Background: an optimization exercise with open tools, aiming at small area and a short achievable clock period. Do not read the settings as production practice. At most, simulation tests tie the RTL to the original design; equivalence was not proved.

==> flow/design.v <==
module ALU(
        input               clk,
        input  logic [7:0]  number1,number2,
        input  logic [0:3]  opcode,
        output logic [15:0] resultant
    );
reg [7:0] a, b;
reg [3:0] op;
always @(posedge clk) begin
    a  <= number1;
    b  <= number2;
    op <= opcode;
end
wire        sub = (op == 4'd1);
wire [8:0]  addsub = {1'b0, a} + {1'b0, b ^ {8{sub}}} + {8'd0, sub};
wire [15:0] prod = a * b;
wire [7:0] q;
wire [7:0] rem;
genvar k;
generate
    for (k = 0; k < 8; k = k + 1) begin : row
        wire [k:0] x;
        wire [k:0] r;
        wire [k+1:0] d = {1'b0, x} - {1'b0, b[k:0]};
        wire hz;
        if (k == 0) begin : first
            assign x = a[7];
        end else begin : next
            assign x = {row[k-1].r, a[7-k]};
        end
        if (k == 7) begin : top
            assign hz = 1'b1;
        end else begin : mid
            assign hz = ~|b[7:k+1];
        end
        assign q[7-k] = hz & ~d[k+1];
        assign r = q[7-k] ? d[k:0] : x;
    end
endgenerate
assign rem = row[7].r;
wire bz = (b == 8'd0);
always @(posedge clk) begin
    case (op)
        4'd0:    resultant <= {7'd0, addsub[8], addsub[7:0]};
        4'd1:    resultant <= {{8{~addsub[8]}}, addsub[7:0]};
        4'd2:    resultant <= prod;
        4'd3:    resultant <= {{8{bz}}, q};
        4'd4:    resultant <= {8'd0, rem};
        default: resultant <= resultant;
    endcase
end
endmodule
make LEC_CHECK=0 CAP_MARGIN=20 CORE_MARGIN=2 CORE_UTILIZATION=40 SLEW_MARGIN=20 finish   # period 38.0 ns
run.sh (not shown) runs the stock make flow with config.mk's settings and CLKGATE_MAP_FILE= SYNTH_SCRIPT=/design/flow/synth_recipe.tcl, a recipe that flattens the netlist after the stock synthesis.
Next try:
==> flow/design.v (replaced) <==
module ALU(
        input               clk,
        input  logic [7:0]  number1,number2,
        input  logic [0:3]  opcode,
        output logic [15:0] resultant
    );
reg[15:0] stored_resultant;
always @(posedge clk) begin
    case (opcode)
        4'b0000:     
            stored_resultant <= number1 + number2;
        4'b0001:     
            stored_resultant <= number1 - number2;
        4'b0010:     
            stored_resultant <= number1 * number2;
        4'b0011:     
            stored_resultant <= (number2 == 8'd0) ? 16'hFFFF : number1 / number2;
        4'b0100:     
            stored_resultant <= (number2 == 8'd0) ? {8'd0, number1} : number1 % number2;
    endcase
    resultant <= stored_resultant;
end
endmodule
Register-to-register slack gets better by 12 ns.
Utilization came out lower by 1.4 points.
Flip-flop and latch count falls by 4.
Sequential share of layout area shrinks by 7.0 points.
Non-clock buffer count rises by 25.
Wire length rose by well over a third.
Setup slack loses 23 ns.


Another version of the RTL of ALU (not shown whole).
Size: roughly 550 cells after synthesis, about 42 flip-flops, roughly 37 I/O pins, roughly 0.0047 mm2 of cells after synthesis.
==> flow/config.mk <==
export PLATFORM = sky130hd
export DESIGN_NAME = ALU
export DESIGN_NICKNAME = ALU
export VERILOG_FILES = /design/flow/design.v
export SDC_FILE = /design/flow/constraint.sdc
export NUM_CORES = 4
export LEC_CHECK = 0
export ABC_AREA = 1
export CAP_MARGIN = 20
export CORE_MARGIN = 2
export CORE_UTILIZATION = 60
export CTS_BUF_LIST = sky130_fd_sc_hd__clkbuf_8
export SLEW_MARGIN = 20
export SYNTH_HIERARCHICAL = 1
export SYNTH_MINIMUM_KEEP_SIZE = 0
==> flow/constraint.sdc <==
create_clock -name core_clock -period 38.0 [get_ports {clk}]
set_input_delay 7.6000 -clock core_clock [delete_from_list [all_inputs] [get_ports {clk}]]
set_output_delay 7.6000 -clock core_clock [all_outputs]
set_load 0.01 [all_outputs]
standard.sh (not shown) runs the stock make flow with config.mk's settings and CLKGATE_MAP_FILE= SYNTH_SCRIPT=/design/flow/synth_recipe.tcl, a recipe that flattens the netlist after the stock synthesis.
==> flow/flow/run.sh <==
#!/bin/bash
# The standard layout, with plain buf_2 cells as the port buffers.
# The whole make output goes to standard.log in the work folder.
bash standard.sh BUFFER_PORTS_ARGS="-buffer_cell sky130_fd_sc_hd__buf_2" finish > standard.log 2>&1
Next try:
--- a/flow/design.v
+++ b/flow/design.v
@@ -84,27 +84,41 @@
 reg [2:0] r_pre;
 always @(posedge clk) begin
     a  <= number1;
     b  <= number2;
     op <= opcode;
     r_pre <= pre_r;
 end
 wire [15:0] prod;
-wire [15:0] nprod;
-mul8 u_mul (.a(a), .b(b), .p(nprod));
-assign prod = ~nprod;
+mul8 u_mul (.a(a), .b(b), .p(prod));
 wire [7:0] q;
 wire [7:0] rem;
 wire [9:0] b3 = {2'b00, b} + {1'b0, b, 1'b0};
 wire [3:0] x3 = {r_pre, a[4:4]};
 wire [3:0] r3;
 wire [9:0] m1_3 = {2'b00, b};
-wire [4:0] d1_3 = {1'b0, x3} - {1'b0, m1_3[3:0]};
-wire ge1_3 = ~d1_3[4] & (b < 9'd16);
+wire [3:0] y1_3 = ~m1_3[3:0];
+wire [3:0] g1_3 = x3 & y1_3;
+wire [3:0] p1_3 = x3 ^ y1_3;
+wire G1_3_0_0 = g1_3[0] | p1_3[0];
+wire G1_3_1_1 = g1_3[1];
+wire P1_3_1_1 = p1_3[1];
+wire G1_3_2_2 = g1_3[2];
+wire P1_3_2_2 = p1_3[2];
+wire G1_3_3_3 = g1_3[3];
+wire P1_3_3_3 = p1_3[3];
+wire G1_3_1_0 = G1_3_1_1 | (P1_3_1_1 & G1_3_0_0);
+wire G1_3_3_2 = G1_3_3_3 | (P1_3_3_3 & G1_3_2_2);
+wire P1_3_3_2 = P1_3_3_3 & P1_3_2_2;
+wire G1_3_3_0 = G1_3_3_2 | (P1_3_3_2 & G1_3_1_0);
+wire G1_3_2_0 = G1_3_2_2 | (P1_3_2_2 & G1_3_1_0);
+wire [3:0] ci1_3 = {G1_3_2_0, G1_3_1_0, G1_3_0_0, 1'b1};
+wire [4:0] d1_3 = {~G1_3_3_0, p1_3 ^ ci1_3};
+wire ge1_3 = G1_3_3_0 & (b < 9'd16);
 wire [0:0] qd3 = ge1_3;
 assign r3 = ge1_3 ? d1_3[3:0] : x3;
 wire [4:0] x4 = {r3, a[3:3]};
 wire [4:0] r4;
 wire [9:0] m1_4 = {2'b00, b};
 wire [4:0] y1_4 = ~m1_4[4:0];
 wire [4:0] g1_4 = x4 & y1_4;
 wire [4:0] p1_4 = x4 ^ y1_4;
@@ -394,17 +408,17 @@
 fa1 u_cpa8 (.x(s36), .y(c35), .z(cc[8]), .s(np[8]), .c(cc[9]));
 fa1 u_cpa9 (.x(s37), .y(c36), .z(cc[9]), .s(np[9]), .c(cc[10]));
 fa1 u_cpa10 (.x(s38), .y(c37), .z(cc[10]), .s(np[10]), .c(cc[11]));
 fa1 u_cpa11 (.x(s39), .y(c38), .z(cc[11]), .s(np[11]), .c(cc[12]));
 fa1 u_cpa12 (.x(s40), .y(c39), .z(cc[12]), .s(np[12]), .c(cc[13]));
 fa1 u_cpa13 (.x(s41), .y(c40), .z(cc[13]), .s(np[13]), .c(cc[14]));
 fa1 u_cpa14 (.x(pp[63]), .y(c41), .z(cc[14]), .s(np[14]), .c(cc[15]));
 assign np[15] = cc[15];
-assign p = np;    
+assign p = ~np;
 endmodule
 module ppgen(input [7:0] a, input [7:0] b, output [63:0] pp);
 genvar i, j;
 generate for (i = 0; i < 8; i = i + 1) begin : row
     for (j = 0; j < 8; j = j + 1) begin : col
         nand1 u_nand (.x(a[j]), .y(b[i]), .z(pp[8*i+j]));
     end
 end endgenerate
=> Sequential share of layout area fell by 0.45 points; synthesized cell count grows by 2.9%; cell area rose by about 2.3%; utilization rises by 1.2 points; wire length increases by 1.7%; final cell count climbs by 1.7%; synthesized area grows by about 1.8%; non-clock buffer count fell by 2; register-to-register slack is better by 0.18 ns; flip-flop and latch count is unchanged.


red:
ALU, a different RTL version from the one above (not shown whole).
For scale: roughly 5200 sq um of cells after synthesis.
clock: 38.0 ns
lec_check: 0
abc_area: 1
cap_margin: 20
core_margin: 2
core_utilization: 60
cts_buf_list: sky130_fd_sc_hd__clkbuf_8
slew_margin: 20
synth_hierarchical: 1
synth_minimum_keep_size: 0
Scripts as last shown in full above: flow/flow/run.sh
For blue, these inputs were changed with respect to red:
--- a/flow/design.v
+++ b/flow/design.v
@@ -118,15 +118,23 @@
 wire [4:0] d1_3 = {~c1_3[4], x3 ^ y1_3 ^ c1_3[3:0]};
 wire ge1_3 = ~d1_3[4] & (b < 9'd16);
 wire [0:0] qd3 = ge1_3;
 assign r3 = ge1_3 ? d1_3[3:0] : x3;
 wire [4:0] x4 = {r3, a[3:3]};
 wire [4:0] r4;
 wire [9:0] m1_4 = {2'b00, b};
-wire [5:0] d1_4 = {1'b0, x4} - {1'b0, m1_4[4:0]};
+wire [5:0] c1_4;
+assign c1_4[0] = 1'b1;
+wire [4:0] y1_4 = ~m1_4[4:0];
+assign c1_4[1] = (x4[0] & y1_4[0]) | (x4[0] & c1_4[0]) | (y1_4[0] & c1_4[0]);
+assign c1_4[2] = (x4[1] & y1_4[1]) | (x4[1] & c1_4[1]) | (y1_4[1] & c1_4[1]);
+assign c1_4[3] = (x4[2] & y1_4[2]) | (x4[2] & c1_4[2]) | (y1_4[2] & c1_4[2]);
+assign c1_4[4] = (x4[3] & y1_4[3]) | (x4[3] & c1_4[3]) | (y1_4[3] & c1_4[3]);
+assign c1_4[5] = (x4[4] & y1_4[4]) | (x4[4] & c1_4[4]) | (y1_4[4] & c1_4[4]);
+wire [5:0] d1_4 = {~c1_4[5], x4 ^ y1_4 ^ c1_4[4:0]};
 wire ge1_4 = ~d1_4[5] & (b < 9'd32);
 wire [0:0] qd4 = ge1_4;
 assign r4 = ge1_4 ? d1_4[4:0] : x4;
 wire [5:0] x5 = {r4, a[2:2]};
 wire [5:0] r5;
 wire [9:0] m1_5 = {2'b00, b};
 wire [6:0] d1_5 = {1'b0, x5} - {1'b0, m1_5[5:0]};
[summary]
Termination of the worst setup path: resultant[1] -> blue, resultant[3] -> red. Looking at wire length on met3, blue sits 250 um higher than red does. Row initial cell density of the core: blue lower / red higher. blue vs. red: multi-input gate share of total cell area lost 0.43 points; minimum setup slack in the final design now smaller. A type of the worst setup path of flip-flop to output port is what red shows, while flip-flop to flip-flop belongs to blue.
Only the layout flow was run in red; the RTL was not checked for function there.

afterwards: timing with drivers on the ports:
The results above use ideal ports. As a check the final layouts listed here were re-extracted and re-timed, cells and wires unchanged. Step 1, drivers: a clkbuf_16 drives clk and a buf_2 each remaining input, both assumed. Step 2 times the ports against the registers' clock, not the clock port: input delays grow and output delays shrink by t, the midpoint of the rising clock arrivals with the driver on. a / b / c = ideal / step 1 / step 2; a / b = the first two.
run | shift t [ns] | slack for setup (ns) | worst setup path after step 2 | slew at the worst register clock pin (ns) | worst slew at a driven data input, ns
the first run of note 1 | 0.330 | 25.285 / 25.285 / 25.285 | register to register | 0.07 / 0.07 | 0.03
the second run of note 1 | 0.294 | 2.181 / 2.185 / 1.890 | input to register | 0.05 / 0.05 | 0.04
the first run of note 2 | 0.327 | 29.526 / 29.536 / 29.209 | input to register | 0.09 / 0.09 | 0.03
the second run of note 2 | 0.334 | 29.507 / 29.521 / 29.187 | input to register | 0.09 / 0.09 | 0.03
red | 0.328 | 29.581 / 29.550 / 29.336 | input to register | 0.08 / 0.08 | 0.03
blue | 0.338 | 29.290 / 29.290 / 29.258 | input to register | 0.10 / 0.10 | 0.03
After both steps setup and hold are still met in every run listed. The setup slack of the second run of note 2, which loses most, moves by +0.014 ns with the drivers and by -0.320 ns with both steps.
